What follows belongs to an exercise in optimizing a design on an open flow for small area; a production flow would make more cautious choices.
RTL that was checked went through simulation tests only; none was proved equivalent to the original.
For run 3, only the layout was checked, not whether the RTL still works.
Power is estimated from default activity; no workload was simulated.

==> flow/design.v <==
`timescale 1ns / 1ps
`default_nettype none
module HardwareSubunit #(
	parameter DELAY = 25
) (
	clk,
	reset,
	in_data,
	next_ready,
	out_data,
	completion_status,
	out_nz
);
	input	[34:0]	in_data;
	input		clk, reset, next_ready;
	output	[31:0]	out_data;
	output	[3:0]	completion_status;
	output		out_nz;
	localparam [1:0] C_MR = 2'd0, C_MW = 2'd1, C_CFG = 2'd2, C_OTHER = 2'd3;
	reg		cs, ov, ohv, hiv, size;
	reg [15:0]	hi, lo;			 
	reg [31:0]	old_data;
	reg [9:0]	pl;
	reg [1:0]	cls;			 
	reg [4:0]	dc;			 
	reg [1:0]	tc;
	assign out_data = ov ? ~{ohv ? hi : 16'h0000, lo} : 32'h0;
	assign completion_status = {cs, 3'b000};
	assign out_nz = ov;			 
	wire [31:0]	d = in_data[31:0];
	wire		dnz = |d;
	wire		chg = old_data != d;
	wire [4:0]	typ = d[28:24];
	wire [2:0]	fmt = d[31:29];
	reg		cs_v, ov_v, ohv_v, hiv_v, size_v;
	reg [15:0]	hi_v, lo_v;
	reg [9:0]	pl_v;
	reg [1:0]	cls_v, tc_v;
	reg [4:0]	dc_v;
	always @(posedge clk) begin
		cs_v = cs; ov_v = ov; ohv_v = ohv; hiv_v = hiv; size_v = size;
		hi_v = hi; lo_v = lo; pl_v = pl; cls_v = cls; tc_v = tc; dc_v = dc;
		if (reset) begin
			cs_v = 1'b0; ov_v = 1'b0; hiv_v = 1'b0; size_v = 1'b0;
			pl_v = 10'd0; cls_v = C_MR; tc_v = 2'd0; dc_v = 5'd0;
		end else begin
			if (dnz && pl_v == 10'd0 && tc_v == 2'd0 && dc_v == 5'd0) begin
				if (typ == 5'b00000) begin
					cls_v = (fmt[2:1] == 2'b00) ? C_MR : ((fmt[2:1] == 2'b01) ? C_MW : C_OTHER);
					if (fmt[2] == 1'b0) begin
						tc_v = fmt[0] ? 2'd3 : 2'd2;
						size_v = fmt[0];
					end
					pl_v = d[9:0];
				end else if (typ == 5'b00010) begin
					cls_v = C_MW;
					size_v = 1'b0;
					tc_v = 2'd2;
					pl_v = 10'd0;
				end else if (typ == 5'b00100 || typ == 5'b00101) begin
					cls_v = C_CFG;
					size_v = 1'b0;
					tc_v = 2'd2;
					pl_v = 10'd0;
				end else begin
					cls_v = C_OTHER;
				end
			end else if (chg && dnz && tc_v != 2'd0) begin
				tc_v = tc_v - 1'b1;
				if (cls_v != C_CFG) begin
					if (size_v && tc_v == 2'd1) begin
						hi_v = d[15:0];
						hiv_v = 1'b1;
					end
					if (tc_v == 2'd0) begin
						lo_v = d[31:16];
						dc_v = DELAY;
					end
				end else begin
					dc_v = DELAY;
				end
			end else if (tc_v == 2'd0 && (pl_v != 10'd0 || dc_v != 5'd0)) begin
				if (cls_v == C_MR) begin
					if (dc_v != 5'd0) begin
						dc_v = dc_v - 1'b1;
					end else if (pl_v != 10'd0 && next_ready && !ov) begin
						ov_v = ~&{hiv_v ? hi_v : 16'h0000, lo_v};
						ohv_v = hiv_v;
						pl_v = pl_v - 1'b1;
						cs_v = 1'b1;
					end
					if (pl_v == 10'd0) begin
						hiv_v = 1'b0;
						cls_v = C_MR;
						tc_v = 2'd0;
						size_v = 1'b0;
					end
				end else if (cls_v != C_OTHER) begin
					if (chg && dnz && dc_v == DELAY && pl_v != 10'd0) begin
						pl_v = pl_v - 1'b1;
					end else if (pl_v == 10'd0) begin
						dc_v = dc_v - 1'b1;
					end
					if (next_ready && dc_v == 5'd0) begin
						ov_v = 1'b0;
						cs_v = 1'b1;
						hiv_v = 1'b0;
						cls_v = C_MR;
						tc_v = 2'd0;
						size_v = 1'b0;
					end
				end
			end
			if (!next_ready) begin
				ov_v = 1'b0;
				cs_v = 1'b0;
			end
		end
		old_data <= d;
		cs <= cs_v; ov <= ov_v; ohv <= ohv_v; hiv <= hiv_v; size <= size_v;
		hi <= hi_v; lo <= lo_v; pl <= pl_v; cls <= cls_v; tc <= tc_v; dc <= dc_v;
	end
endmodule
`timescale 1ns / 1ps
`default_nettype none
module OLR_Ingress (
	clk,
	reset,
	header_in,
	payload_in,
	payload_nz,
	cs_in,
	sorter_ready,
	ready1,
	ready2,
	ho_valid,
	po_nz,
	h_w1,
	h_len,
	h_w2,
	h_la,
	h_b135,
	h_link,
	p_data
);
	input		clk, reset, cs_in, sorter_ready, payload_nz;
	input [34:0]	header_in;
	input [31:0]	payload_in;
	output reg	ready1, ready2, ho_valid, po_nz;
	output reg [19:0] h_w1;		 
	output reg [9:0] h_len;		 
	output reg [31:0] h_w2;
	output reg [4:0] h_la;		 
	output reg	h_b135;
	output reg [1:0] h_link;
	output reg [31:0] p_data;
	reg		hctl, pctl, rtd, mwctl, mww, hr_valid, p_lk, p_39;
	reg [1:0]	hcnt;
	reg [9:0]	pcnt, mwc;		 
	reg		r1_v, r2_v, ho_v, po_v, hctl_v, pctl_v, rtd_v, mwctl_v, mww_v, hrv_v, plk_v, p39_v;
	reg [19:0]	w1_v;
	reg [9:0]	len_v;
	reg [31:0]	w2_v, pd_v;
	reg [4:0]	la_v;
	reg		b135_v;
	reg [1:0]	link_v, hcnt_v;
	reg [9:0]	pcnt_v, mwc_v;
	wire		tnz = |header_in;
	wire		pnz = payload_nz;
	always @(posedge clk) begin
		r1_v = ready1; r2_v = ready2; ho_v = ho_valid; po_v = po_nz;
		hctl_v = hctl; pctl_v = pctl; rtd_v = rtd; mwctl_v = mwctl; mww_v = mww;
		hrv_v = hr_valid; plk_v = p_lk; p39_v = p_39;
		w1_v = h_w1; len_v = h_len; w2_v = h_w2; la_v = h_la; b135_v = h_b135; link_v = h_link;
		pd_v = p_data; hcnt_v = hcnt; pcnt_v = pcnt; mwc_v = mwc;
		if (reset) begin
			r1_v = 1'b1; r2_v = 1'b0; ho_v = 1'b0; po_v = 1'b0;
			hctl_v = 1'b0; pctl_v = 1'b0; rtd_v = 1'b0; mwctl_v = 1'b0; mww_v = 1'b0;
			hrv_v = 1'b0; p39_v = 1'b0; hcnt_v = 2'd0; pcnt_v = 10'd0; mwc_v = 10'h3ff;
		end else begin
			if (!hctl_v && !pctl_v && r1_v && tnz && !mwctl_v) begin
				w1_v = header_in[31:12];
				len_v = header_in[9:0];
				b135_v = header_in[34];
				link_v = header_in[33:32];
				hrv_v = 1'b1;
				hcnt_v = 2'd1;
				hctl_v = 1'b1;
				r1_v = 1'b0;
				if (header_in[28:24] == 5'b00000 && header_in[31:30] == 2'b00) begin
					pctl_v = 1'b1;
					pcnt_v = header_in[9:0];
				end
			end else if (hctl_v && hcnt_v != 2'd0 && r1_v && tnz) begin
				if (hcnt_v == 2'd1) begin
					w2_v = header_in[31:0];
					hcnt_v = 2'd2;
					r1_v = 1'b1;
				end else if (hcnt_v == 2'd2) begin
					if (w1_v[29-12] == 1'b0) begin
						la_v = header_in[6:2];
						r1_v = 1'b0;
						hcnt_v = 2'd0;
					end else begin
						la_v = 5'd0;
						r1_v = 1'b1;
						hcnt_v = 2'd3;
					end
				end else begin
					la_v = header_in[6:2];
					hcnt_v = 2'd0;
					r1_v = 1'b0;
				end
				if (hcnt_v == 2'd0 && !mwctl_v)
					r2_v = 1'b1;
			end
			if (mwctl_v && !r1_v && mwc_v != 10'h3ff) begin
				r1_v = 1'b1;
				mwc_v = mwc_v - 1'b1;
				if (mwc_v == 10'h3ff) begin
					mwctl_v = 1'b0;
					mww_v = 1'b1;
					r1_v = 1'b0;
				end
			end else if (mwctl_v && r1_v && tnz) begin
				r1_v = 1'b0;
			end else if (hrv_v && w1_v[28-12:24-12] == 5'b00000 && w1_v[31-12:30-12] == 2'b01 &&
				     hcnt_v == 2'd0 && !mwctl_v && mwc_v == 10'h3ff && !mww_v) begin
				mwctl_v = 1'b1;
				mwc_v = len_v;
			end
			if (cs_in && r2_v && hctl_v) begin
				r2_v = 1'b0;
				rtd_v = 1'b1;
				mww_v = 1'b0;
				if (pctl_v) begin
					pd_v = payload_in;
					plk_v = pnz | (|link_v);
					pcnt_v = pcnt_v - 1'b1;
				end
			end else if (pnz && pctl_v && r2_v && !hctl_v) begin
				pd_v = payload_in;
				plk_v = 1'b1;
				pcnt_v = pcnt_v - 1'b1;
				rtd_v = 1'b1;
				p39_v = (pcnt_v != 10'd0);
			end
			if (rtd_v && sorter_ready && hctl_v) begin
				ho_v = 1'b1;
				hctl_v = 1'b0;
				if (!pctl_v) begin
					rtd_v = 1'b0;
					hrv_v = 1'b0;
					r1_v = 1'b1;
				end
			end else if (rtd_v && sorter_ready && pctl_v && !hctl_v && !ho_v) begin
				po_v = plk_v | p39_v;
				p39_v = 1'b0;
				rtd_v = 1'b0;
				if (pcnt_v != 10'd0)
					r2_v = 1'b1;
				else begin
					pctl_v = 1'b0;
					r1_v = 1'b1;
					hrv_v = 1'b0;
				end
			end
			if (!sorter_ready) begin
				ho_v = 1'b0;
				po_v = 1'b0;
			end
			if (r1_v && (hcnt_v != 2'd0 || rtd_v) && tnz)
				r1_v = 1'b0;
			else if (!r1_v && hcnt_v != 2'd0 && !tnz)
				r1_v = 1'b1;
			if (r2_v && pnz)
				r2_v = 1'b0;
		end
		ready1 <= r1_v; ready2 <= r2_v; ho_valid <= ho_v; po_nz <= po_v;
		hctl <= hctl_v; pctl <= pctl_v; rtd <= rtd_v; mwctl <= mwctl_v; mww <= mww_v;
		hr_valid <= hrv_v; p_lk <= plk_v; p_39 <= p39_v;
		h_w1 <= w1_v; h_len <= len_v; h_w2 <= w2_v; h_la <= la_v; h_b135 <= b135_v; h_link <= link_v;
		p_data <= pd_v; hcnt <= hcnt_v; pcnt <= pcnt_v; mwc <= mwc_v;
	end
endmodule
`timescale 1ns / 1ps
`default_nettype none
module OLR_Sorter (
	clk,
	reset,
	ho_valid,
	po_nz,
	h_w1,
	h_len,
	h_w2,
	h_la,
	h_b135,
	h_link,
	p_data,
	next_ready,
	ready,
	sorted_nz,
	pass_valid,
	c_known,
	c_mr,
	c_t,
	c_len,
	c_mid,
	c_be,
	c_la,
	c_tag,
	c_rid,
	c_link,
	q_data
);
	input		clk, reset, ho_valid, po_nz, next_ready;
	input [19:0]	h_w1;
	input [9:0]	h_len;
	input [31:0]	h_w2;
	input [4:0]	h_la;
	input		h_b135;
	input [1:0]	h_link;
	input [31:0]	p_data;
	output reg	ready;
	output		sorted_nz;
	output reg	pass_valid;
	output reg	c_known, c_mr;
	output reg [2:0] c_t;
	output reg [9:0] c_len;
	output reg [11:0] c_mid;
	output reg [7:0] c_be;
	output reg [4:0] c_la;
	output reg [7:0] c_tag;
	output reg [15:0] c_rid;
	output reg [1:0] c_link;
	output reg [31:0] q_data;
	reg		hc, pc, rtd, adj_held, anz, sorted_valid, q_nz;
	reg [9:0]	pcount;
	reg		ready_v, pass_v, hc_v, pc_v, rtd_v, held_v, anz_v, sv_v, qnz_v;
	reg		known_v, mr_v;
	reg [2:0]	t_v;
	reg [9:0]	len_v, pcount_v;
	reg [11:0]	mid_v;
	reg [7:0]	be_v, tag_v;
	reg [4:0]	la_v;
	reg [15:0]	rid_v;
	reg [1:0]	link_v;
	reg [31:0]	q_v;
	wire [4:0]	typ = h_w1[28-12:24-12];
	wire [2:0]	fmt = h_w1[31-12:29-12];
	wire		is_mr = typ == 5'b00000 && fmt[2:1] == 2'b00;
	wire		is_known = (typ == 5'b00000 && fmt[2] == 1'b0) || typ == 5'b00010 ||
				   typ == 5'b00100 || typ == 5'b00101;
	assign sorted_nz = sorted_valid & anz;
	always @(posedge clk) begin
		ready_v = ready; pass_v = pass_valid; hc_v = hc; pc_v = pc; rtd_v = rtd;
		held_v = adj_held; anz_v = anz; sv_v = sorted_valid; qnz_v = q_nz;
		known_v = c_known; mr_v = c_mr; t_v = c_t; len_v = c_len; pcount_v = pcount;
		mid_v = c_mid; be_v = c_be; tag_v = c_tag; la_v = c_la; rid_v = c_rid; link_v = c_link;
		q_v = q_data;
		if (reset) begin
			ready_v = 1'b1; pass_v = 1'b0; hc_v = 1'b0; pc_v = 1'b0; rtd_v = 1'b0;
			held_v = 1'b0; sv_v = 1'b0; qnz_v = 1'b0; pcount_v = 10'd0;
		end else begin
			if (ho_valid && ready_v && !hc_v && !pc_v) begin
				known_v = is_known;
				mr_v = is_mr;
				t_v = typ[2:0];
				len_v = h_len;
				mid_v = h_w1[23-12:12-12];
				be_v = h_w2[7:0];
				la_v = h_la;
				tag_v = h_w2[15:8];
				rid_v = h_w2[31:16];
				link_v = h_link;
				anz_v = is_known | h_b135 | (|h_link);
				held_v = 1'b1;
				hc_v = 1'b1;
				if (is_mr) begin
					pc_v = 1'b1;
					pcount_v = h_len;
				end
				rtd_v = 1'b1;
			end
			if (rtd_v && next_ready && hc_v) begin
				sv_v = 1'b1;
				held_v = 1'b0;
				hc_v = 1'b0;
				rtd_v = 1'b0;
				ready_v = 1'b1;
			end
			if (pc_v && po_nz && ready_v && !hc_v) begin
				q_v = p_data;
				qnz_v = 1'b1;
				rtd_v = 1'b1;
				pcount_v = pcount_v - 1'b1;
				ready_v = 1'b0;
			end
			if (rtd_v && next_ready && pc_v && !hc_v) begin
				pass_v = 1'b1;
				qnz_v = 1'b0;
				rtd_v = 1'b0;
				ready_v = 1'b1;
				if (pcount_v == 10'd0)
					pc_v = 1'b0;
			end
			if (ready_v && (ho_valid || po_nz))
				ready_v = 1'b0;
			if (!ready_v && !ho_valid && !po_nz && !qnz_v && !(held_v && anz_v))
				ready_v = 1'b1;
			if (!next_ready) begin
				sv_v = 1'b0;
				pass_v = 1'b0;
			end
		end
		ready <= ready_v; pass_valid <= pass_v; hc <= hc_v; pc <= pc_v; rtd <= rtd_v;
		adj_held <= held_v; anz <= anz_v; sorted_valid <= sv_v; q_nz <= qnz_v;
		c_known <= known_v; c_mr <= mr_v; c_t <= t_v; c_len <= len_v; pcount <= pcount_v;
		c_mid <= mid_v; c_be <= be_v; c_tag <= tag_v; c_la <= la_v; c_rid <= rid_v; c_link <= link_v;
		q_data <= q_v;
	end
endmodule
`timescale 1ns / 1ps
`default_nettype none
module OLR_Egress (
	clk,
	reset,
	sorted_nz,
	pass_valid,
	c_known,
	c_mr,
	c_t,
	c_len,
	c_mid,
	c_be,
	c_la,
	c_tag,
	c_rid,
	c_link,
	q_data,
	buffer_ready0,
	buffer_ready1,
	buffer_ready2,
	buffer_ready3,
	ready,
	data_out0,
	data_out1,
	data_out2,
	data_out3
);
	input		clk, reset, sorted_nz, pass_valid;
	input		c_known, c_mr;
	input [2:0]	c_t;
	input [9:0]	c_len;
	input [11:0]	c_mid;
	input [7:0]	c_be;
	input [4:0]	c_la;
	input [7:0]	c_tag;
	input [15:0]	c_rid;
	input [1:0]	c_link;
	input [31:0]	q_data;
	input		buffer_ready0, buffer_ready1, buffer_ready2, buffer_ready3;
	output reg	ready;
	output [34:0]	data_out0, data_out1, data_out2, data_out3;
	reg [32:0]	out0, out1, out2, out3;	 
	assign data_out0 = {out0[32], 2'b00, out0[31:0]};
	assign data_out1 = {out1[32], 2'b00, out1[31:0]};
	assign data_out2 = {out2[32], 2'b00, out2[31:0]};
	assign data_out3 = {out3[32], 2'b00, out3[31:0]};
	reg		known, mr;
	reg [2:0]	t;
	reg [9:0]	len;
	reg [11:0]	mid;
	reg [7:0]	be, tag;
	reg [4:0]	la;
	reg [15:0]	rid;
	reg [31:0]	preg;
	reg [9:0]	pcnt;
	reg [1:0]	hcnt, lane;
	reg		hc, pc, rtd;
	reg [3:0]	stale, onz;
	wire [3:0]	br = {buffer_ready3, buffer_ready2, buffer_ready1, buffer_ready0};
	function [12:0] f_bc;
		input [7:0] be;
		input [9:0] len;
		reg [1:0] fz, lz;
		begin
			fz = be[0] ? 2'd0 : (be[1] ? 2'd1 : (be[2] ? 2'd2 : 2'd3));
			lz = be[7] ? 2'd0 : (be[6] ? 2'd1 : (be[5] ? 2'd2 : 2'd3));
			if (be[7:4] == 4'b0000) begin
				casex (be[3:0])
					4'b1xx1: f_bc = 13'd4;
					4'b01x1, 4'b1x10: f_bc = 13'd3;
					4'b0011, 4'b0110, 4'b1100: f_bc = 13'd2;
					default: f_bc = 13'd1;
				endcase
			end else if (be[3:0] == 4'b0000)
				f_bc = 13'd0;
			else
				f_bc = {1'b0, len, 2'b00} - (fz + lz);
		end
	endfunction
	function [1:0] f_lo2;
		input [3:0] be;
		begin
			casex (be)
				4'b0000: f_lo2 = 2'b00;
				4'bxxx1: f_lo2 = 2'b00;
				4'bxx10: f_lo2 = 2'b01;
				4'bx100: f_lo2 = 2'b10;
				4'b1000: f_lo2 = 2'b11;
				default: f_lo2 = 2'b00;
			endcase
		end
	endfunction
	reg [32:0]	w_v;
	reg [3:0]	wr_v, onz_v;
	reg [12:0]	bcount;
	reg [31:0]	word1, word2, word3;
	reg		ld, pld, known_v, mr_v;
	reg [2:0]	t_v;
	reg [9:0]	len_v;
	reg [11:0]	mid_v;
	reg		ready_v, hc_v, pc_v, rtd_v, fire, wr;
	reg [1:0]	hcnt_v, lane_v;
	reg [9:0]	pcnt_v;
	reg [31:0]	preg_v;
	always @(*) begin
		ready_v = ready; hc_v = hc; pc_v = pc; rtd_v = rtd;
		hcnt_v = hcnt; lane_v = lane; pcnt_v = pcnt; preg_v = preg;
		w_v = 33'd0; wr = 1'b0; wr_v = 4'd0; onz_v = onz;
		ld = !hc_v && !pc_v && ready_v && sorted_nz;
		if (ld) begin
			lane_v = c_link;
			hc_v = 1'b1;
			hcnt_v = 2'd3;
			rtd_v = 1'b1;
			if (c_mr) begin
				pcnt_v = c_len;
				pc_v = 1'b1;
			end
		end
		known_v = ld ? c_known : known;
		mr_v = ld ? c_mr : mr;
		t_v = ld ? c_t : t;
		len_v = ld ? c_len : len;
		mid_v = ld ? c_mid : mid;
		pld = pass_valid && pc_v && ready_v;
		if (pld) begin
			preg_v = q_data;
			rtd_v = 1'b1;
		end
		bcount = mr ? f_bc(be, len) : ((t == 3'b010) ? 13'd63 : 13'd3);
		word1 = {1'b0, mr_v, 3'b000, t_v, mid_v, 2'b00, len_v};
		word2 = {16'hffff, 3'b000, bcount};
		word3 = {rid, tag, 1'b0, mr ? la : 5'd0, mr ? f_lo2(be[3:0]) : 2'b00};
		fire = br[lane_v] && rtd_v && !stale[lane_v];
		case (hcnt_v)
		2'd3: w_v = {1'b1, word1 & {32{known_v}}};
		2'd2: w_v = {1'b1, word2 & {32{known}}};
		2'd1: w_v = {pc_v, word3 & {32{known}}};
		default: w_v = {pcnt_v != 10'd1, preg_v};
		endcase
		if (fire) begin
			if (hcnt_v != 2'd0) begin
				wr = 1'b1;
				hcnt_v = hcnt_v - 1'b1;
			end else if (pc_v && pcnt_v != 10'd0) begin
				pcnt_v = pcnt_v - 1'b1;
				wr = 1'b1;
			end
			wr_v[lane_v] = wr;
			if (hcnt_v == 2'd0 && pcnt_v != 10'd0) begin
				hc_v = 1'b0;
				rtd_v = 1'b0;
				ready_v = 1'b1;
			end else if (hcnt_v == 2'd0 && pcnt_v == 10'd0) begin
				hc_v = 1'b0;
				pc_v = 1'b0;
				lane_v = 2'd0;
				rtd_v = 1'b0;
				ready_v = 1'b1;
			end
		end
		onz_v = ((wr_v & {4{|w_v}}) | (~wr_v & onz)) & br;
		if (ready_v && rtd_v)
			ready_v = 1'b0;
		if (rtd_v && hc_v && (|onz_v))
			rtd_v = 1'b0;
		else if (!rtd_v && hc_v)
			rtd_v = 1'b1;
	end
	wire [3:0]	keep = br & ~wr_v & {4{~reset}};
	wire [3:0]	put = br & wr_v & {4{~reset}};
	always @(posedge clk) begin
		out0 <= ({33{put[0]}} & w_v) | ({33{keep[0]}} & out0);
		out1 <= ({33{put[1]}} & w_v) | ({33{keep[1]}} & out1);
		out2 <= ({33{put[2]}} & w_v) | ({33{keep[2]}} & out2);
		out3 <= ({33{put[3]}} & w_v) | ({33{keep[3]}} & out3);
		stale <= br;
		if (reset) begin
			ready <= 1'b1; hc <= 1'b0; pc <= 1'b0; rtd <= 1'b0;
			hcnt <= 2'd0; lane <= 2'd0; pcnt <= 10'd0; onz <= 4'd0;
		end else begin
			ready <= ready_v; hc <= hc_v; pc <= pc_v; rtd <= rtd_v;
			hcnt <= hcnt_v; lane <= lane_v; pcnt <= pcnt_v; onz <= onz_v;
		end
		if (pld)
			preg <= q_data;
		if (ld) begin
			known <= c_known; mr <= c_mr; t <= c_t; len <= c_len; mid <= c_mid;
			be <= c_be; la <= c_la; tag <= c_tag; rid <= c_rid;
		end
	end
endmodule
`timescale 1ns / 1ps
`default_nettype none
module OLR (
	clk,
	reset,
	header_in,
	payload_in,
	payload_nz,
	completion_status,
	buffer_ready0,
	buffer_ready1,
	buffer_ready2,
	buffer_ready3,
	data_out0,
	data_out1,
	data_out2,
	data_out3,
	ready_buffer,
	ready_subunit
);
	input [34:0]	header_in;
	input [31:0]	payload_in;
	input [3:0]	completion_status;
	input		payload_nz;
	input		clk, reset, buffer_ready0, buffer_ready1, buffer_ready2, buffer_ready3;
	output [34:0]	data_out0, data_out1, data_out2, data_out3;
	output		ready_buffer, ready_subunit;
	wire		ho_valid, po_nz, sorter_ready, sorted_nz, pass_valid, egress_ready;
	wire [19:0]	h_w1;
	wire [9:0]	h_len;
	wire [31:0]	h_w2, p_data, q_data;
	wire [4:0]	h_la;
	wire		h_b135;
	wire [1:0]	h_link;
	wire		c_known, c_mr;
	wire [2:0]	c_t;
	wire [9:0]	c_len;
	wire [11:0]	c_mid;
	wire [7:0]	c_be, c_tag;
	wire [4:0]	c_la;
	wire [15:0]	c_rid;
	wire [1:0]	c_link;
	OLR_Ingress ingress (
		.clk(clk), .reset(reset),
		.header_in(header_in), .payload_in(payload_in), .payload_nz(payload_nz), .cs_in(|completion_status),
		.sorter_ready(sorter_ready),
		.ready1(ready_buffer), .ready2(ready_subunit),
		.ho_valid(ho_valid), .po_nz(po_nz),
		.h_w1(h_w1), .h_len(h_len), .h_w2(h_w2), .h_la(h_la), .h_b135(h_b135), .h_link(h_link),
		.p_data(p_data)
	);
	OLR_Sorter sorter (
		.clk(clk), .reset(reset),
		.ho_valid(ho_valid), .po_nz(po_nz),
		.h_w1(h_w1), .h_len(h_len), .h_w2(h_w2), .h_la(h_la), .h_b135(h_b135), .h_link(h_link),
		.p_data(p_data),
		.next_ready(egress_ready),
		.ready(sorter_ready), .sorted_nz(sorted_nz), .pass_valid(pass_valid),
		.c_known(c_known), .c_mr(c_mr), .c_t(c_t), .c_len(c_len), .c_mid(c_mid), .c_be(c_be),
		.c_la(c_la), .c_tag(c_tag), .c_rid(c_rid), .c_link(c_link), .q_data(q_data)
	);
	OLR_Egress egress (
		.clk(clk), .reset(reset),
		.sorted_nz(sorted_nz), .pass_valid(pass_valid),
		.c_known(c_known), .c_mr(c_mr), .c_t(c_t), .c_len(c_len), .c_mid(c_mid), .c_be(c_be),
		.c_la(c_la), .c_tag(c_tag), .c_rid(c_rid), .c_link(c_link), .q_data(q_data),
		.buffer_ready0(buffer_ready0), .buffer_ready1(buffer_ready1),
		.buffer_ready2(buffer_ready2), .buffer_ready3(buffer_ready3),
		.ready(egress_ready),
		.data_out0(data_out0), .data_out1(data_out1), .data_out2(data_out2), .data_out3(data_out3)
	);
endmodule
`timescale 1ns / 1ps
`default_nettype none
module TLP_Completer (
	clk,
	reset,
	in_data,
	in_ready,
	buffer_ready0,
	buffer_ready1,
	buffer_ready2,
	buffer_ready3,
	out_data0,
	out_data1,
	out_data2,
	out_data3
);
	input		clk,
			reset,
			buffer_ready0,
			buffer_ready1,
			buffer_ready2,
			buffer_ready3;
	input [34:0]	in_data;		 
	output		in_ready;		 
	output [34:0]	out_data0,		 
			out_data1,
			out_data2,
			out_data3;
	wire [31:0]	payload;
	wire [3:0]	completion_status;
	wire		ready_subunit;
	wire		payload_nz;
	HardwareSubunit #(
		25
	) HardwareSubunit1 (
		.clk(clk),
		.reset(reset),
		.in_data(in_data),
		.next_ready(ready_subunit),
		.out_data(payload),
		.completion_status(completion_status),
		.out_nz(payload_nz)
	);
	OLR OLR1 (
		.clk(clk),
		.reset(reset),
		.header_in(in_data),
		.payload_in(payload),
		.payload_nz(payload_nz),
		.completion_status(completion_status),
		.buffer_ready0(buffer_ready0),
		.buffer_ready1(buffer_ready1),
		.buffer_ready2(buffer_ready2),
		.buffer_ready3(buffer_ready3),
		.data_out0(out_data0),
		.data_out1(out_data1),
		.data_out2(out_data2),
		.data_out3(out_data3),
		.ready_buffer(in_ready),
		.ready_subunit(ready_subunit)
	);
endmodule
==> flow/run.sh <==
#!/bin/bash
# synth_recipe.tcl (not shown) runs the flow's synth.tcl, then flattens the netlist and writes it again
# the make line also repeats each setting of config.mk as NAME=value (left out here)
make -C /OpenROAD-flow-scripts/flow DESIGN_CONFIG=/design/flow/config.mk WORK_HOME=/design/flow/orfs CLKGATE_MAP_FILE= SYNTH_SCRIPT=/design/flow/synth_recipe.tcl finish
==> flow/config.mk <==
export PLATFORM = sky130hd
export DESIGN_NAME = TLP_Completer
export DESIGN_NICKNAME = TLP_Completer
export VERILOG_FILES = /design/flow/design.v
export SDC_FILE = /design/flow/constraint.sdc
export NUM_CORES = 8
export LEC_CHECK = 0
export ABC_AREA = 1
export CAP_MARGIN = 20
export CORE_MARGIN = 2
export CORE_UTILIZATION = 40
export CTS_BUF_LIST = sky130_fd_sc_hd__clkbuf_8
export CTS_CLUSTER_DIAMETER = 80
export CTS_CLUSTER_SIZE = 14
export SLEW_MARGIN = 20
==> flow/constraint.sdc <==
create_clock -name core_clock -period 10.0 [get_ports {clk}]
set_input_delay 2.0000 -clock core_clock [delete_from_list [all_inputs] [get_ports {clk}]]
set_output_delay 2.0000 -clock core_clock [all_outputs]
set_load 0.01 [all_outputs]
==> metrics.cfg, run 1 <==
[finish]
layout_commonest_cell = nand2_1
drive_gt1_share_pct = 7.02
syn_to_final_growth_pct = 13.1
nFillCells = 5775
fin_nets = 2793
mostFrequentLayoutCells = 519 x nand2_1, 323 x dfxtp_1, 315 x inv_1

[pwr]
cellPowerDensity_nw_per_um2 = 173
comb_power_share_pct = 17.2
clkPwrFrac_pct = 26.4
netSwitchingFraction_pct = 29.4
pwr-share-seq_pct = 56.4
leakage_nw = 10.9
intPower_w = 0.00337
irDropWorstVdd_mv = 0.167
p_sw_w = 0.00140

[hold_path]
hold_class = register to register
hp-start = OLR1.ingress.h_w2[12]
hold_path_end = OLR1.sorter.c_tag[4]
holdPathStages = 0

[detailed_routing]
via_per_inst = 5.13
ant_nets = 0
drcViolationCount = 0
drt_first_pass_iters = 5
num_vias = 18180
wirelength_um = 64500
avgRoutedWirePerCell_um = 18.2
drt_iter0_markers = 1559

[logic_synthesis]
synth_flop_cell = dfxtp_1
ys_ff_latch = 595
yosysTopAreaCellShare_pct = 33.5
synth_edf_count = 272
seq_area_frac_synth_pct = 60.0
postSynthCellCount = 2580
yosys.area.top_type = edfxtp_1
synth.distinct_cells = 67
async_flop_share_pct = 0
syn_avg_cell_area_um2 = 9.46
netlist_area_um2 = 24400
synth_area_leaders = edfxtp_1 33%, dfxtp_1 26%, nand2_1 8.0%
ys_warn_count = 4

[worst_setup_path]
cp-start-kind = primary input
critPathMostFrequentCell = nand2_1
cpMaxStageDelayCell = clkdlybuf4s50_1
critPathLaunch = in_data[21]
critical_path_class = primary input to register
reg2reg_to = OLR1.egress.out0[24]
cp_num_buf_inv = 3
r2r_start = OLR1.egress.ready
critPathCaptureType = register
crit_fanout = 58
cp_top_family = simple AND/OR/NAND/NOR gates
r2r_cells = 15
worstPathArrival_ns = 6.13
cp.required_ns = 10.56
worstPathCellList = clkdlybuf4s50_1 -> nor2_1 -> nand2_1 -> nor2_1 -> nand2_1 -> nor2_4 -> nand2_4 -> nand3_4 -> inv_2 -> nand2_1 -> o21ai_2 -> inv_2 -> ha_1 -> nand3_1 -> nor2_1 -> nand3_1 -> nand2_1 -> nand2_1 -> a21oi_1 -> nand3_1 -> nor2_2 -> nand3_1 -> and3_1
reg2reg_slack_ns = 4.56
cp_slowest_stage_delay_ns = 0.52

[clock_tree]
post_cts_buffers = 0
clockBufferDepth = 3
cts_sinks = 595
root_buffer = clkbuf_8
clk_latency_ns = 0.67
cts_tree = yes
path_clk_slew_ns = 0.09
htreeDepth = 2
cts_hold_buf = 0
ctsResizeCount = 0
cts_buffers = 48

[placed_design]
dp_slack_ns = 3.68
port_buffers = 173
place.gp.congestion = 0.897
dp_hpwl_um = 46600

[status]
status = complete, no violations

[timing]
fmax_mhz = 179
slew_violations = 0
rsz0062_at_grt = false
tightest_slew_ns = 1.05
finClkSkew_ns = 0.0265
setup_ws_ns = 4.43
max_slew_margin_pct = 29.8
hold_violations = 0
finalSetupViolCount = 0
fin_crit_sh_pct = 55.7
setup_tns_ns = 0
post-route-min-period_ns = 5.57

[global_routing]
antenna_found_initial = 2
grt_pass1_vias = 17311
grt_start_max_net_pins = 67
grt_overflow = 0
grt_pass1_wl_um = 100000
grt_util_all_layers_pct = 20.2

[floorplanning]
start_util_pct = 40.4
die_w_um = 251
die_area_um2 = 63000
rows = 90
core_um2 = 60400
ios = 182
die_y_um = 251

[run]
cap_viol_max_count = 0

[metal layers]
metal	part of all wire, %	vias to the layer above	track usage (%)	wire (um)
met5	0.020	-	0	13
met4	1.7	2	4.51	1120
met3	6.4	82	3.69	4140
met2	47	527	33.5	30100
met1	45	8691	27.7	29100
li1	-	8878	-	-
[cells by family after synthesis]
logic type | after synthesis | share of synthesized area, %
XOR/XNOR | 67 | 2.40
other | 1 | 0.0154
buffers and inverters | 411 | 7.07
AO/OA/AOI/OAI | 404 | 9.58
adder cells (fa/ha/maj) | 20 | 1.06
AND/OR/NAND/NOR | 1072 | 19.5
flip-flops | 595 | 60.0
multiplexers | 10 | 0.431
[how the worst max path moves through the flow]
stage                                      to  cells past startpoint
after floorplan           OLR1.sorter.c_be[0]                      4
after global placement      OLR1.ingress.pctl                     23
after detailed placement    OLR1.ingress.pctl                     23
after CTS                   OLR1.ingress.pctl                     23
after global routing      OLR1.ingress.ready1                     25
final                       OLR1.ingress.pctl                     23
[flip-flops by register name, summed over array words and instances, names as in the netlist, 33 cells and up]
signal / count
OLR1.egress.out3: 33
OLR1.egress.out2: 33
OLR1.egress.out1: 33
OLR1.egress.out0: 33
[stage by stage]
stage / std cells / hold slack, ns / utilization, % / total power [W] / instance area [um^2]
finish: 3546 / 0.418 / 45.7 / 0.00477 / 27600
global placement: 3464 / 0.401 / 44.3 / 0.00354 / 26800
floorplan: 2587 / 0.400 / - / 0.00334 / 24400
detailed placement: 3464 / 0.405 / 44.4 / 0.00356 / 26800
global route: 3545 / 0.423 / 45.7 / 0.00502 / 27600
CTS: 3544 / 0.421 / 45.7 / 0.00480 / 27600
[power by group through the flow]
stage / clock, W / sequential [W] / combinational (W)
after global placement: 0 / 0.00275 / 0.000793
final: 0.00126 / 0.00269 / 0.000823
after detailed placement: 0 / 0.00275 / 0.000813
after global routing: 0.00138 / 0.00270 / 0.000935
after floorplan: 0 / 0.00273 / 0.000618
after CTS: 0.00130 / 0.00269 / 0.000815
[synthesized netlist by cell type, types with 19 or more instances]
master	n
o21ai_1	52
ha_1	19
buf_2	30
clkbuf_1	34
o211ai_1	20
or2_2	21
a21oi_1	70
nand4_1	38
o21ai_0	145
xnor2_1	21
nand3_1	171
inv_2	20
o22ai_1	73
inv_1	288
edfxtp_1	272
nor3_1	22
dfxtp_1	323
xor2_1	46
nand2_1	520
nor2_1	218
[area by class of cell]
type / count / area (um^2) / share of cell area (%)
multi-input combinational: 1581 / 8110 / 29.4
clock buffer: 48 / 661 / 2.39
inverter: 314 / 1180 / 4.28
clock inverter: 32 / 156 / 0.567
timing repair buffer: 192 / 1870 / 6.77
tap: 782 / 978 / 3.55
sequential: 595 / 14600 / 53.0
antenna: 2 / 5.00 / 0.0181
==> run 2: changes to the inputs <==
==> flow/flow/run.sh (new file) <==
#!/bin/bash
# The standard layout with three changes: the combinational logic is re-mapped
# for area after the floorplan, the port buffers are single strength, and the
# clock tree has no dummy loads. Each tool writes its output to a log here.
set -euo pipefail
export BUFFER_PORTS_ARGS="-buffer_cell sky130_fd_sc_hd__buf_1"
export CTS_ARGS="-sink_clustering_enable -repair_clock_nets -dont_use_dummy_load -buf_list sky130_fd_sc_hd__clkbuf_8 -sink_clustering_size 14 -sink_clustering_max_diameter 80"
bash standard.sh floorplan > standard_floorplan.log 2>&1
export RES_DIR=$PWD/orfs/results/sky130hd/TLP_Completer/base
export RMP_DIR=$PWD/rmp
export RMP_LIB=$PWD/rmp/cells.lib
mkdir -p rmp
python3 flow/filter_lib.py "$FLOW_HOME/platforms/sky130hd/config.mk" \
	"$FLOW_HOME/platforms/sky130hd/lib/sky130_fd_sc_hd__tt_025C_1v80.lib" "$RMP_LIB" > filter_lib.log 2>&1
openroad -no_init -exit flow/restructure.tcl > restructure.log 2>&1
rm -f "$RMP_LIB"
bash standard.sh finish > standard_finish.log 2>&1
==> flow/flow/filter_lib.py (new file) <==
#!/usr/bin/env python3
"""Copy a liberty file without the cells the platform marks don't-use.

usage: filter_lib.py platform_config.mk in.lib out.lib
"""
import re
import sys

cfg, src, dst = sys.argv[1:4]
text = open(cfg).read()
m = re.search(r"DONT_USE_CELLS\s*\+?=((?:[^\n]*\\\n)*[^\n]*)", text)
dont = set(m.group(1).replace("\\", " ").split())
lines = open(src).read().split("\n")
out = []
skip = 0
depth = 0
for line in lines:
    if skip:
        depth += line.count("{") - line.count("}")
        if depth <= 0:
            skip = 0
        continue
    c = re.match(r'\s*cell\s*\(\s*"?([\w]+)"?\s*\)', line)
    if c and (c.group(1) in dont or "lpflow" in c.group(1) or "probe" in c.group(1)):
        depth = line.count("{") - line.count("}")
        skip = 1
        continue
    out.append(line)
open(dst, "w").write("\n".join(out))
==> flow/flow/restructure.tcl (new file) <==
# Re-map the combinational logic of the floorplanned design for area.
# Registers, ports, tap cells and the power grid are left as they are.
set res $::env(RES_DIR)
read_db $res/2_floorplan.odb
read_liberty $::env(FLOW_HOME)/platforms/sky130hd/lib/sky130_fd_sc_hd__tt_025C_1v80.lib
read_sdc $res/2_floorplan.sdc
report_design_area
restructure -target area -liberty_file $::env(RMP_LIB) \
	-tielo_port sky130_fd_sc_hd__conb_1/LO -tiehi_port sky130_fd_sc_hd__conb_1/HI \
	-work_dir $::env(RMP_DIR) -abc_logfile $::env(RMP_DIR)/abc.log
report_design_area
write_db $res/2_floorplan.odb
==> flow/standard.sh (new file) <==
#!/bin/bash
# synth_recipe.tcl (not shown) runs the flow's synth.tcl, then flattens the netlist and writes it again
# the make line also repeats each setting of config.mk as NAME=value (left out here)
make -C /OpenROAD-flow-scripts/flow DESIGN_CONFIG=/design/flow/config.mk WORK_HOME=/design/flow/orfs CLKGATE_MAP_FILE= SYNTH_SCRIPT=/design/flow/synth_recipe.tcl "${@:-finish}"
--- a/flow/config.mk
+++ b/flow/config.mk
@@ -11,5 +11,2 @@
 export CORE_UTILIZATION = 40
-export CTS_BUF_LIST = sky130_fd_sc_hd__clkbuf_8
-export CTS_CLUSTER_DIAMETER = 80
-export CTS_CLUSTER_SIZE = 14
 export SLEW_MARGIN = 20
removed: flow/run.sh
==> metrics.cfg, run 2 <==
[timing]
rsz0062_at_grt = false  ; unchanged
max_slew_margin_pct = 24.4  ; was 29.8%
slew_violations = 0  ; unchanged
fin_crit_sh_pct = 80.8  ; was 55.7%
tightest_slew_ns = 1.13  ; was 1.05 ns
setup_ws_ns = 1.92  ; was 4.43 ns
fmax_mhz = 124  ; was 179 MHz
setup_tns_ns = 0  ; unchanged
finalSetupViolCount = 0  ; unchanged
hold_violations = 0  ; unchanged
post-route-min-period_ns = 8.08  ; was 5.57 ns
finClkSkew_ns = 0.0369  ; was 0.0265 ns
whs_ns = 0.418  ; about the same

[placed_design]
dp_slack_ns = 1.44  ; was 3.68 ns
place.gp.congestion = 0.912  ; was 0.897
port_buffers = 173  ; unchanged
dp_hpwl_um = 44000  ; was 46600 um

[floorplanning]
core_um2 = 60400  ; unchanged
ios = 182  ; unchanged
start_util_pct = 40.4  ; unchanged
die_area_um2 = 63000  ; unchanged
rows = 90  ; unchanged
die_y_um = 251  ; unchanged
die_w_um = 251  ; unchanged

[pwr]
cellPowerDensity_nw_per_um2 = 187  ; was 173 nW/um^2
leakage_nw = 7.74  ; was 10.9 nW
netSwitchingFraction_pct = 27.2  ; was 29.4%
intPower_w = 0.00327  ; was 0.00337 W
pwr-share-seq_pct = 60.1  ; was 56.4%
p_sw_w = 0.00122  ; was 0.00140 W
irDropWorstVdd_mv = 0.0911  ; was 0.167 mV
finalPower_w = 0.00449  ; was 0.00477 W
comb_power_share_pct = 13.4  ; was 17.2%
clkPwrFrac_pct = 26.5  ; was 26.4%

[logic_synthesis]
ys_warn_count = 4  ; unchanged
synth.distinct_cells = 67  ; unchanged
synth_flop_cell = dfxtp_1  ; unchanged
yosysTopAreaCellShare_pct = 33.5  ; unchanged
postSynthCellCount = 2580  ; unchanged
synth_area_leaders = edfxtp_1 33%, dfxtp_1 26%, nand2_1 8.0%  ; unchanged
async_flop_share_pct = 0  ; unchanged
synth.most_common_cell = nand2_1  ; unchanged
synth_edf_count = 272  ; unchanged
seq_area_frac_synth_pct = 60.0  ; unchanged
netlist_top_cells_count = 520 x nand2_1, 323 x dfxtp_1, 288 x inv_1  ; unchanged
netlist_area_um2 = 24400  ; unchanged
syn_avg_cell_area_um2 = 9.46  ; unchanged
ys_ff_latch = 595  ; unchanged
yosys.area.top_type = edfxtp_1  ; unchanged

[worst_setup_path]
critPathCaptureType = register  ; unchanged
worstPathArrival_ns = 8.66  ; was 6.13 ns
cp_slowest_stage_delay_ns = 0.58  ; was 0.52 ns
cp_num_buf_inv = 6  ; was 3
cp_top_family = simple AND/OR/NAND/NOR gates  ; unchanged
cp_num_cells = 26  ; was 23
cpMaxStageDelayCell = or4_1  ; was clkdlybuf4s50_1
cp-start-kind = primary input  ; unchanged
crit_fanout = 8  ; was 58
cp.required_ns = 10.58  ; was 10.56 ns
critical_path_class = primary input to register  ; unchanged
r2r_cells = 20  ; was 15

[detailed_routing]
ant_nets = 0  ; unchanged
num_vias = 15685  ; was 18.2k
drt_iter0_markers = 1599  ; was 1559
via_per_inst = 5.47  ; was 5.13
drcViolationCount = 0  ; unchanged
drt_first_pass_iters = 6  ; was 5
wirelength_um = 61800  ; was 64500 um
avgRoutedWirePerCell_um = 21.5  ; was 18.2 um

[hold_path]
holdPathStages = 0  ; unchanged
hold_class = register to register  ; unchanged

[clock_tree]
clk_latency_ns = 0.66  ; was 0.67 ns
cts_hold_buf = 0  ; unchanged
path_clk_slew_ns = 0.09  ; about the same
root_buffer = clkbuf_8  ; unchanged
ctsResizeCount = 0  ; unchanged
post_cts_buffers = 0  ; unchanged
htreeDepth = 2  ; unchanged
cts_sinks = 595  ; unchanged
clockBufferDepth = 3  ; unchanged
cts_buffers = 49  ; was 48
cts_tree = yes  ; unchanged

[finish]
fin_util_pct = 39.9  ; was 45.7%
mostFrequentLayoutCells = 323 x dfxtp_1, 283 x clkinv_1, 272 x edfxtp_1  ; was 519 x nand2_1, 323 x dfxtp_1, 315 x inv_1
drive_gt1_share_pct = 4.36  ; was 7.02%
fin_nets = 2130  ; was 2793
syn_to_final_growth_pct = -1.32  ; was 13.1%
nFillCells = 5803  ; was 5775
ff_latch_area_um2 = 14600  ; unchanged
layout_commonest_cell = dfxtp_1  ; was nand2_1
multiInputGateArea_um2 = 5840  ; was 8110 um^2

[global_routing]
grt_start_max_net_pins = 67  ; unchanged
grt_overflow = 0  ; unchanged
antenna_found_initial = 3  ; was 2
grt_pass1_vias = 14917  ; was 17.3k
grt_util_all_layers_pct = 19.3  ; was 20.2%
grt_pass1_wl_um = 93400  ; was 100000 um

[status]
status = complete, no violations  ; unchanged

[run]
cap_viol_max_count = 0  ; unchanged

run 2: routing by layer:
layer	part of all wire, %	GRT usage (%)	vias up
li1	-	-	7323
met1	45	27.2	7625
met2	46	30.6	626
met3	7.2	3.69	107
met4	2.4	5.19	4
met5	0.040	0	-
run 2: layout make-up:
class	instances	area share (%)
Tap cell	782	4.06
Antenna cell	1	0.0104
Timing Repair Buffer	204	3.67
Inverter	284	4.43
Clock buffer	49	2.80
Sequential cell	595	60.8
Multi-Input combinational cell	955	24.3
run 2: per-stage QoR:
step | cells | cell area (um^2)
2_1_floorplan | 2587 | 24400
3_3_place_gp | 2820 | 23400
3_5_place_dp | 2820 | 23400
4_1_cts | 2869 | 24100
5_1_grt | 2870 | 24100
6_report | 2870 | 24100
run 2: power by group through the flow:
stage	Clock [W]	Sequential (W)	Combinational, W
floorplan	0	0.00273	0.000618
detailed placement	0	0.00275	0.000591
CTS	0.00123	0.00270	0.000595
finish	0.00119	0.00270	0.000602
global placement	0	0.00275	0.000582
global route	0.00132	0.00271	0.000665
run 2: cell families after synthesis:
group / after synthesis / synth area share [%]
AOI/OAI and AO/OA: 404 / 9.58
xor gates and xnor gates: 67 / 2.40
adders and majority gates: 20 / 1.06
buffers and inverters: 411 / 7.07
DFF: 595 / 60.0
muxes: 10 / 0.431
other: 1 / 0.0154
and+or+nand+nor: 1072 / 19.5
run 2: path summary, 6_finish.rpt:
| kind | startpoint | endpoint | slack, ns |
|---|---|---|---|
| worst max-delay path | in_data[24] | OLR1.ingress.ready1 | 1.92 |
| worst min-delay path | OLR1.ingress.p_data[29] | OLR1.sorter.q_data[29] | 0.42 |
| worst max register to register | OLR1.sorter.anz | OLR1.egress.rtd | 3.53 |
| worst min register to register | OLR1.ingress.p_data[29] | OLR1.sorter.q_data[29] | 0.42 |
==> run 3: changes to the inputs <==
--- a/flow/design.v
+++ b/flow/design.v
@@ -137,3 +137,4 @@
 	po_nz,
-	h_w1,
+	h_kind,
+	h_mid,
 	h_len,
@@ -149,3 +150,4 @@
 	output reg	ready1, ready2, ho_valid, po_nz;
-	output reg [19:0] h_w1;		 
+	output reg [2:0] h_kind;		 
+	output reg [11:0] h_mid;		 
 	output reg [9:0] h_len;		 
@@ -156,7 +158,8 @@
 	output reg [31:0] p_data;
-	reg		hctl, pctl, rtd, mwctl, mww, hr_valid, p_lk, p_39;
+	reg		hctl, pctl, rtd, mwctl, mww, p_lk, p_39, h_4dw;
 	reg [1:0]	hcnt;
-	reg [9:0]	pcnt, mwc;		 
-	reg		r1_v, r2_v, ho_v, po_v, hctl_v, pctl_v, rtd_v, mwctl_v, mww_v, hrv_v, plk_v, p39_v;
-	reg [19:0]	w1_v;
+	reg [9:0]	cnt;
+	reg		r1_v, r2_v, ho_v, po_v, hctl_v, pctl_v, rtd_v, mwctl_v, mww_v, plk_v, p39_v, dw4_v;
+	reg [2:0]	kind_v;
+	reg [11:0]	mid_v;
 	reg [9:0]	len_v;
@@ -166,4 +169,9 @@
 	reg [1:0]	link_v, hcnt_v;
-	reg [9:0]	pcnt_v, mwc_v;
+	reg [9:0]	cnt_v;
 	wire		tnz = |header_in;
+	localparam [2:0] K_OTHER = 3'd0, K_MR = 3'd1, K_MW = 3'd2, K_IO = 3'd3, K_CFG0 = 3'd4, K_CFG1 = 3'd5;
+	wire [4:0]	typ = header_in[28:24];
+	wire [2:0]	fmt = header_in[31:29];
+	wire [2:0]	in_kind = (typ == 5'b00000) ? ((fmt[2:1] == 2'b00) ? K_MR : ((fmt[2:1] == 2'b01) ? K_MW : K_OTHER)) :
+				  (typ == 5'b00010) ? K_IO : (typ == 5'b00100) ? K_CFG0 : (typ == 5'b00101) ? K_CFG1 : K_OTHER;
 	wire		pnz = payload_nz;
@@ -172,5 +180,5 @@
 		hctl_v = hctl; pctl_v = pctl; rtd_v = rtd; mwctl_v = mwctl; mww_v = mww;
-		hrv_v = hr_valid; plk_v = p_lk; p39_v = p_39;
-		w1_v = h_w1; len_v = h_len; w2_v = h_w2; la_v = h_la; b135_v = h_b135; link_v = h_link;
-		pd_v = p_data; hcnt_v = hcnt; pcnt_v = pcnt; mwc_v = mwc;
+		plk_v = p_lk; p39_v = p_39; dw4_v = h_4dw;
+		kind_v = h_kind; mid_v = h_mid; len_v = h_len; w2_v = h_w2; la_v = h_la; b135_v = h_b135; link_v = h_link;
+		pd_v = p_data; hcnt_v = hcnt; cnt_v = cnt;
 		if (reset) begin
@@ -178,6 +186,8 @@
 			hctl_v = 1'b0; pctl_v = 1'b0; rtd_v = 1'b0; mwctl_v = 1'b0; mww_v = 1'b0;
-			hrv_v = 1'b0; p39_v = 1'b0; hcnt_v = 2'd0; pcnt_v = 10'd0; mwc_v = 10'h3ff;
+			p39_v = 1'b0; hcnt_v = 2'd0;
 		end else begin
 			if (!hctl_v && !pctl_v && r1_v && tnz && !mwctl_v) begin
-				w1_v = header_in[31:12];
+				kind_v = in_kind;
+				dw4_v = header_in[29];
+				mid_v = header_in[23:12];
 				len_v = header_in[9:0];
@@ -185,3 +195,2 @@
 				link_v = header_in[33:32];
-				hrv_v = 1'b1;
 				hcnt_v = 2'd1;
@@ -189,5 +198,5 @@
 				r1_v = 1'b0;
-				if (header_in[28:24] == 5'b00000 && header_in[31:30] == 2'b00) begin
+				if (in_kind == K_MR) begin
 					pctl_v = 1'b1;
-					pcnt_v = header_in[9:0];
+					cnt_v = header_in[9:0];
 				end
@@ -199,3 +208,3 @@
 				end else if (hcnt_v == 2'd2) begin
-					if (w1_v[29-12] == 1'b0) begin
+					if (!dw4_v) begin
 						la_v = header_in[6:2];
@@ -216,6 +225,6 @@
 			end
-			if (mwctl_v && !r1_v && mwc_v != 10'h3ff) begin
+			if (mwctl_v && !r1_v && cnt_v != 10'h3ff) begin
 				r1_v = 1'b1;
-				mwc_v = mwc_v - 1'b1;
-				if (mwc_v == 10'h3ff) begin
+				cnt_v = cnt_v - 1'b1;
+				if (cnt_v == 10'h3ff) begin
 					mwctl_v = 1'b0;
@@ -226,6 +235,6 @@
 				r1_v = 1'b0;
-			end else if (hrv_v && w1_v[28-12:24-12] == 5'b00000 && w1_v[31-12:30-12] == 2'b01 &&
-				     hcnt_v == 2'd0 && !mwctl_v && mwc_v == 10'h3ff && !mww_v) begin
+			end else if ((hctl_v || pctl_v) && kind_v == K_MW &&
+				     hcnt_v == 2'd0 && !mwctl_v && !mww_v) begin
 				mwctl_v = 1'b1;
-				mwc_v = len_v;
+				cnt_v = len_v;
 			end
@@ -238,3 +247,3 @@
 					plk_v = pnz | (|link_v);
-					pcnt_v = pcnt_v - 1'b1;
+					cnt_v = cnt_v - 1'b1;
 				end
@@ -243,5 +252,5 @@
 				plk_v = 1'b1;
-				pcnt_v = pcnt_v - 1'b1;
+				cnt_v = cnt_v - 1'b1;
 				rtd_v = 1'b1;
-				p39_v = (pcnt_v != 10'd0);
+				p39_v = (cnt_v != 10'd0);
 			end
@@ -252,3 +261,2 @@
 					rtd_v = 1'b0;
-					hrv_v = 1'b0;
 					r1_v = 1'b1;
@@ -259,3 +267,3 @@
 				rtd_v = 1'b0;
-				if (pcnt_v != 10'd0)
+				if (cnt_v != 10'd0)
 					r2_v = 1'b1;
@@ -264,3 +272,2 @@
 					r1_v = 1'b1;
-					hrv_v = 1'b0;
 				end
@@ -280,5 +287,5 @@
 		hctl <= hctl_v; pctl <= pctl_v; rtd <= rtd_v; mwctl <= mwctl_v; mww <= mww_v;
-		hr_valid <= hrv_v; p_lk <= plk_v; p_39 <= p39_v;
-		h_w1 <= w1_v; h_len <= len_v; h_w2 <= w2_v; h_la <= la_v; h_b135 <= b135_v; h_link <= link_v;
-		p_data <= pd_v; hcnt <= hcnt_v; pcnt <= pcnt_v; mwc <= mwc_v;
+		p_lk <= plk_v; p_39 <= p39_v; h_4dw <= dw4_v;
+		h_kind <= kind_v; h_mid <= mid_v; h_len <= len_v; h_w2 <= w2_v; h_la <= la_v; h_b135 <= b135_v; h_link <= link_v;
+		p_data <= pd_v; hcnt <= hcnt_v; cnt <= cnt_v;
 	end
@@ -292,3 +299,4 @@
 	po_nz,
-	h_w1,
+	h_kind,
+	h_mid,
 	h_len,
@@ -303,5 +311,3 @@
 	pass_valid,
-	c_known,
-	c_mr,
-	c_t,
+	c_kind,
 	c_len,
@@ -316,3 +322,4 @@
 	input		clk, reset, ho_valid, po_nz, next_ready;
-	input [19:0]	h_w1;
+	input [2:0]	h_kind;
+	input [11:0]	h_mid;
 	input [9:0]	h_len;
@@ -326,4 +333,3 @@
 	output reg	pass_valid;
-	output reg	c_known, c_mr;
-	output reg [2:0] c_t;
+	output reg [2:0] c_kind;
 	output reg [9:0] c_len;
@@ -336,7 +342,6 @@
 	output reg [31:0] q_data;
-	reg		hc, pc, rtd, adj_held, anz, sorted_valid, q_nz;
+	reg		hc, pc, rtd, anz, sorted_valid;
 	reg [9:0]	pcount;
-	reg		ready_v, pass_v, hc_v, pc_v, rtd_v, held_v, anz_v, sv_v, qnz_v;
-	reg		known_v, mr_v;
-	reg [2:0]	t_v;
+	reg		ready_v, pass_v, hc_v, pc_v, rtd_v, anz_v, sv_v;
+	reg [2:0]	kind_v;
 	reg [9:0]	len_v, pcount_v;
@@ -348,7 +353,4 @@
 	reg [31:0]	q_v;
-	wire [4:0]	typ = h_w1[28-12:24-12];
-	wire [2:0]	fmt = h_w1[31-12:29-12];
-	wire		is_mr = typ == 5'b00000 && fmt[2:1] == 2'b00;
-	wire		is_known = (typ == 5'b00000 && fmt[2] == 1'b0) || typ == 5'b00010 ||
-				   typ == 5'b00100 || typ == 5'b00101;
+	wire		is_mr = h_kind == 3'd1;
+	wire		is_known = h_kind != 3'd0;
 	assign sorted_nz = sorted_valid & anz;
@@ -356,4 +358,4 @@
 		ready_v = ready; pass_v = pass_valid; hc_v = hc; pc_v = pc; rtd_v = rtd;
-		held_v = adj_held; anz_v = anz; sv_v = sorted_valid; qnz_v = q_nz;
-		known_v = c_known; mr_v = c_mr; t_v = c_t; len_v = c_len; pcount_v = pcount;
+		anz_v = anz; sv_v = sorted_valid;
+		kind_v = c_kind; len_v = c_len; pcount_v = pcount;
 		mid_v = c_mid; be_v = c_be; tag_v = c_tag; la_v = c_la; rid_v = c_rid; link_v = c_link;
@@ -362,10 +364,8 @@
 			ready_v = 1'b1; pass_v = 1'b0; hc_v = 1'b0; pc_v = 1'b0; rtd_v = 1'b0;
-			held_v = 1'b0; sv_v = 1'b0; qnz_v = 1'b0; pcount_v = 10'd0;
+			sv_v = 1'b0; pcount_v = 10'd0;
 		end else begin
 			if (ho_valid && ready_v && !hc_v && !pc_v) begin
-				known_v = is_known;
-				mr_v = is_mr;
-				t_v = typ[2:0];
+				kind_v = h_kind;
 				len_v = h_len;
-				mid_v = h_w1[23-12:12-12];
+				mid_v = h_mid;
 				be_v = h_w2[7:0];
@@ -376,3 +376,2 @@
 				anz_v = is_known | h_b135 | (|h_link);
-				held_v = 1'b1;
 				hc_v = 1'b1;
@@ -386,3 +385,2 @@
 				sv_v = 1'b1;
-				held_v = 1'b0;
 				hc_v = 1'b0;
@@ -393,3 +391,2 @@
 				q_v = p_data;
-				qnz_v = 1'b1;
 				rtd_v = 1'b1;
@@ -400,3 +397,2 @@
 				pass_v = 1'b1;
-				qnz_v = 1'b0;
 				rtd_v = 1'b0;
@@ -408,3 +404,3 @@
 				ready_v = 1'b0;
-			if (!ready_v && !ho_valid && !po_nz && !qnz_v && !(held_v && anz_v))
+			if (!ready_v && !ho_valid && !po_nz && !(rtd_v && !hc_v) && !(hc_v && anz_v))
 				ready_v = 1'b1;
@@ -416,4 +412,4 @@
 		ready <= ready_v; pass_valid <= pass_v; hc <= hc_v; pc <= pc_v; rtd <= rtd_v;
-		adj_held <= held_v; anz <= anz_v; sorted_valid <= sv_v; q_nz <= qnz_v;
-		c_known <= known_v; c_mr <= mr_v; c_t <= t_v; c_len <= len_v; pcount <= pcount_v;
+		anz <= anz_v; sorted_valid <= sv_v;
+		c_kind <= kind_v; c_len <= len_v; pcount <= pcount_v;
 		c_mid <= mid_v; c_be <= be_v; c_tag <= tag_v; c_la <= la_v; c_rid <= rid_v; c_link <= link_v;
@@ -429,5 +425,3 @@
 	pass_valid,
-	c_known,
-	c_mr,
-	c_t,
+	c_kind,
 	c_len,
@@ -451,4 +445,3 @@
 	input		clk, reset, sorted_nz, pass_valid;
-	input		c_known, c_mr;
-	input [2:0]	c_t;
+	input [2:0]	c_kind;		 
 	input [9:0]	c_len;
@@ -469,4 +462,6 @@
 	assign data_out3 = {out3[32], 2'b00, out3[31:0]};
-	reg		known, mr;
-	reg [2:0]	t;
+	reg [2:0]	kind;
+	wire		known = kind != 3'd0;
+	wire		mr = kind == 3'd1;
+	wire [2:0]	t = {kind[2], kind == 3'd3, kind[2] & kind[0]};	 
 	reg [9:0]	len;
@@ -477,3 +472,2 @@
 	reg [31:0]	preg;
-	reg [9:0]	pcnt;
 	reg [1:0]	hcnt, lane;
@@ -520,3 +514,3 @@
 	reg		ld, pld, known_v, mr_v;
-	reg [2:0]	t_v;
+	reg [2:0]	t_v, kind_v;
 	reg [9:0]	len_v;
@@ -525,3 +519,3 @@
 	reg [1:0]	hcnt_v, lane_v;
-	reg [9:0]	pcnt_v;
+	reg [9:0]	pcnt_v, len_n;
 	reg [31:0]	preg_v;
@@ -529,3 +523,4 @@
 		ready_v = ready; hc_v = hc; pc_v = pc; rtd_v = rtd;
-		hcnt_v = hcnt; lane_v = lane; pcnt_v = pcnt; preg_v = preg;
+		hcnt_v = hcnt; lane_v = lane; pcnt_v = pc ? len : 10'd0; preg_v = preg;
+		len_n = len;
 		w_v = 33'd0; wr = 1'b0; wr_v = 4'd0; onz_v = onz;
@@ -537,3 +532,3 @@
 			rtd_v = 1'b1;
-			if (c_mr) begin
+			if (c_kind == 3'd1) begin
 				pcnt_v = c_len;
@@ -542,6 +537,9 @@
 		end
-		known_v = ld ? c_known : known;
-		mr_v = ld ? c_mr : mr;
-		t_v = ld ? c_t : t;
+		kind_v = ld ? c_kind : kind;
+		known_v = kind_v != 3'd0;
+		mr_v = kind_v == 3'd1;
+		t_v = {kind_v[2], kind_v == 3'd3, kind_v[2] & kind_v[0]};
 		len_v = ld ? c_len : len;
+		if (ld)
+			len_n = c_len;
 		mid_v = ld ? c_mid : mid;
@@ -569,2 +567,3 @@
 				pcnt_v = pcnt_v - 1'b1;
+				len_n = pcnt_v;
 				wr = 1'b1;
@@ -592,3 +591,3 @@
 	end
-	wire [3:0]	keep = br & ~wr_v & {4{~reset}};
+	wire [3:0]	keep = br & {4{~reset}};
 	wire [3:0]	put = br & wr_v & {4{~reset}};
@@ -602,6 +601,6 @@
 			ready <= 1'b1; hc <= 1'b0; pc <= 1'b0; rtd <= 1'b0;
-			hcnt <= 2'd0; lane <= 2'd0; pcnt <= 10'd0; onz <= 4'd0;
+			hcnt <= 2'd0; lane <= 2'd0; onz <= 4'd0;
 		end else begin
 			ready <= ready_v; hc <= hc_v; pc <= pc_v; rtd <= rtd_v;
-			hcnt <= hcnt_v; lane <= lane_v; pcnt <= pcnt_v; onz <= onz_v;
+			hcnt <= hcnt_v; lane <= lane_v; onz <= onz_v;
 		end
@@ -609,4 +608,5 @@
 			preg <= q_data;
+		len <= len_n;
 		if (ld) begin
-			known <= c_known; mr <= c_mr; t <= c_t; len <= c_len; mid <= c_mid;
+			kind <= c_kind; mid <= c_mid;
 			be <= c_be; la <= c_la; tag <= c_tag; rid <= c_rid;
@@ -643,3 +643,4 @@
 	wire		ho_valid, po_nz, sorter_ready, sorted_nz, pass_valid, egress_ready;
-	wire [19:0]	h_w1;
+	wire [2:0]	h_kind, c_kind;
+	wire [11:0]	h_mid;
 	wire [9:0]	h_len;
@@ -649,4 +650,2 @@
 	wire [1:0]	h_link;
-	wire		c_known, c_mr;
-	wire [2:0]	c_t;
 	wire [9:0]	c_len;
@@ -663,3 +662,3 @@
 		.ho_valid(ho_valid), .po_nz(po_nz),
-		.h_w1(h_w1), .h_len(h_len), .h_w2(h_w2), .h_la(h_la), .h_b135(h_b135), .h_link(h_link),
+		.h_kind(h_kind), .h_mid(h_mid), .h_len(h_len), .h_w2(h_w2), .h_la(h_la), .h_b135(h_b135), .h_link(h_link),
 		.p_data(p_data)
@@ -669,3 +668,3 @@
 		.ho_valid(ho_valid), .po_nz(po_nz),
-		.h_w1(h_w1), .h_len(h_len), .h_w2(h_w2), .h_la(h_la), .h_b135(h_b135), .h_link(h_link),
+		.h_kind(h_kind), .h_mid(h_mid), .h_len(h_len), .h_w2(h_w2), .h_la(h_la), .h_b135(h_b135), .h_link(h_link),
 		.p_data(p_data),
@@ -673,3 +672,3 @@
 		.ready(sorter_ready), .sorted_nz(sorted_nz), .pass_valid(pass_valid),
-		.c_known(c_known), .c_mr(c_mr), .c_t(c_t), .c_len(c_len), .c_mid(c_mid), .c_be(c_be),
+		.c_kind(c_kind), .c_len(c_len), .c_mid(c_mid), .c_be(c_be),
 		.c_la(c_la), .c_tag(c_tag), .c_rid(c_rid), .c_link(c_link), .q_data(q_data)
@@ -679,3 +678,3 @@
 		.sorted_nz(sorted_nz), .pass_valid(pass_valid),
-		.c_known(c_known), .c_mr(c_mr), .c_t(c_t), .c_len(c_len), .c_mid(c_mid), .c_be(c_be),
+		.c_kind(c_kind), .c_len(c_len), .c_mid(c_mid), .c_be(c_be),
 		.c_la(c_la), .c_tag(c_tag), .c_rid(c_rid), .c_link(c_link), .q_data(q_data),
==> metrics.cfg, run 3 <==
[pwr]
irDropWorstVdd_mv = 0.173  ; was 0.0911 mV
comb_power_share_pct = 21.2  ; was 13.4%
intPower_w = 0.00330  ; was 0.00327 W

[clock_tree]
clockBufferDepth = 3  ; unchanged
cts_buffers = 46  ; was 49
post_cts_buffers = 0  ; unchanged
cts_hold_buf = 0  ; unchanged
ctsResizeCount = 0  ; unchanged
path_clk_slew_ns = 0.10  ; was 0.09 ns
cts_tree = yes  ; unchanged
htreeDepth = 2  ; unchanged

[detailed_routing]
drt_iter0_markers = 1570  ; was 1599
num_vias = 15319  ; was 15.7k
avgRoutedWirePerCell_um = 21.0  ; was 21.5 um
drt_first_pass_iters = 6  ; unchanged
via_per_inst = 5.44  ; was 5.47
ant_nets = 0  ; unchanged

[floorplanning]
rows = 88  ; was 90
core_um2 = 57400  ; was 60400 um^2
die_w_um = 244  ; was 251 um
ios = 182  ; unchanged

[finish]
fin_nets = 2091  ; was 2130
mostFrequentLayoutCells = 288 x dfxtp_1, 276 x edfxtp_1, 225 x clkinv_1  ; was 323 x dfxtp_1, 283 x clkinv_1, 272 x edfxtp_1
syn_to_final_growth_pct = 1.12  ; was -1.32%
fin_util_pct = 40.7  ; was 39.9%
drive_gt1_share_pct = 4.44  ; was 4.36%

[run]
cap_viol_max_count = 0  ; unchanged

[logic_synthesis]
ys_warn_count = 4  ; unchanged
ys_ff_latch = 564  ; was 595
netlist_top_cells_count = 484 x nand2_1, 288 x dfxtp_1, 276 x edfxtp_1  ; was 520 x nand2_1, 323 x dfxtp_1, 288 x inv_1
synth.most_common_cell = nand2_1  ; unchanged
netlist_area_um2 = 23100  ; was 24400 um^2
syn_avg_cell_area_um2 = 9.50  ; was 9.46 um^2
async_flop_share_pct = 0  ; unchanged
yosys.area.top_type = edfxtp_1  ; unchanged

[worst_setup_path]
cp.required_ns = 10.49  ; was 10.58 ns
cp_slowest_stage_delay_ns = 0.57  ; was 0.58 ns
critical_path_class = primary input to register  ; unchanged
cp-start-kind = primary input  ; unchanged

[timing]
finClkSkew_ns = 0.0493  ; was 0.0369 ns
hold_violations = 0  ; unchanged
rsz0062_at_grt = false  ; unchanged
fmax_mhz = 114  ; was 124 MHz
finalSetupViolCount = 0  ; unchanged
fin_crit_sh_pct = 87.5  ; was 80.8%

[global_routing]
grt_pass1_vias = 14344  ; was 14.9k
grt_util_all_layers_pct = 19.4  ; was 19.3%
antenna_found_initial = 1  ; was 3

[status]
status = complete, no violations  ; unchanged

[run 3: cell types whose count changed in the layout (fill, tap and decap cells not counted), moves of 11 or more]
cell | previous run | this run
nand2_1 | 43 | 54
a21oi_1 | 60 | 112
clkinv_1 | 283 | 225
o21a_1 | 31 | 17
o22a_1 | 26 | 41
a32o_1 | 0 | 22
nor2_1 | 155 | 218
nand3_1 | 21 | 37
o22ai_1 | 201 | 113
dfxtp_1 | 323 | 288
[run 3: final cells by class]
| type | instances | area (um^2) | share of cell area, % |
|---|---|---|---|
| multi-input combinational | 1006 | 5940 | 25.5 |
| inverter | 226 | 848 | 3.64 |
| clock buffer | 46 | 633 | 2.71 |
| antenna | 1 | 2.50 | 0.0107 |
| timing repair buffer | 206 | 898 | 3.85 |
| tap | 765 | 957 | 4.10 |
| sequential | 564 | 14100 | 60.2 |
[run 3: routing by layer]
metal | track usage, % | wire, um
met5 | 0 | 0
met4 | 5.33 | 1350
met1 | 28.0 | 27200
met2 | 29.8 | 26100
met3 | 3.51 | 4580
[run 3: final timing paths]
kind,from,to,slack [ns],depth (start not counted)
worst max-delay path,in_data[13],OLR1.ingress.ready1,1.25,28
worst min-delay path,OLR1.sorter.c_be[3],OLR1.egress.be[3],0.38,0
worst max register to register,OLR1.ingress.ready1,OLR1.ingress.ready1,3.94,23
worst min register to register,OLR1.sorter.c_be[3],OLR1.egress.be[3],0.38,0
[run 3: kinds of logic (layout without fill, tap and decap cells)]
logic type	Yosys count	count (layout)	synth area share, %
multiplexers	8	0	0.347
flip-flops	564	564	60.9
other	1	17	0.0163
XOR/XNOR	63	1	2.39
AO/OA/AOI/OAI	379	543	9.04
AND/OR/NAND/NOR	1072	446	20.5
adder cells (fa/ha/maj)	20	0	1.12
buffers and inverters	321	478	5.69
[run 3: power by group through the flow]
stage          registers (W)  logic (W)  clock network, W
5_1_grt              0.00264    0.00111           0.00123
3_3_place_gp         0.00268   0.000980                 0
3_5_place_dp         0.00268   0.000985                 0
6_report             0.00263    0.00101           0.00112
4_1_cts              0.00262   0.000989           0.00115
2_1_floorplan        0.00262   0.000840                 0
[run 3: per-stage QoR]
| stage | hold WS (ns) | instance area (um^2) | setup WS (ns) |
|---|---|---|---|
| final | 0.383 | 23300 | 1.25 |
| after global routing | 0.396 | 23300 | 0.751 |
| after CTS | 0.386 | 23300 | 1.45 |
| after detailed placement | 0.405 | 22700 | 0.792 |
| after global placement | 0.402 | 22700 | 0.959 |
| after floorplan | 0.400 | 23100 | 3.76 |
[run 3: worst register-to-register path, cell delays in order, from the launching register on]
cell and delay [ns]:
dfxtp_1 0.45, nor4b_1 0.37, nand2_1 0.10, buf_4 0.23, nor2_1 0.52, clkinv_1 0.38
o2bb2ai_1 0.38, nand3_1 0.12, o311ai_0 0.31, buf_4 0.23, clkinv_1 0.30, o21ai_0 0.52
nand3b_1 0.24, nor2_1 0.16, nand2_1 0.11, or3_1 0.43, nor2_1 0.16, clkinv_1 0.10
nor2_1 0.16, clkinv_1 0.10, o21ai_0 0.15, nor4_1 0.12, nor4_1 0.18, o21ai_0 0.10

Check on run 3: ideal ports give 1.247 ns setup slack; a clkbuf_16 on the clock port and buf_2 on the inputs give 1.278 ns; moving port delays by the midpoint clock arrival (0.686 ns) as well gives 0.592 ns.
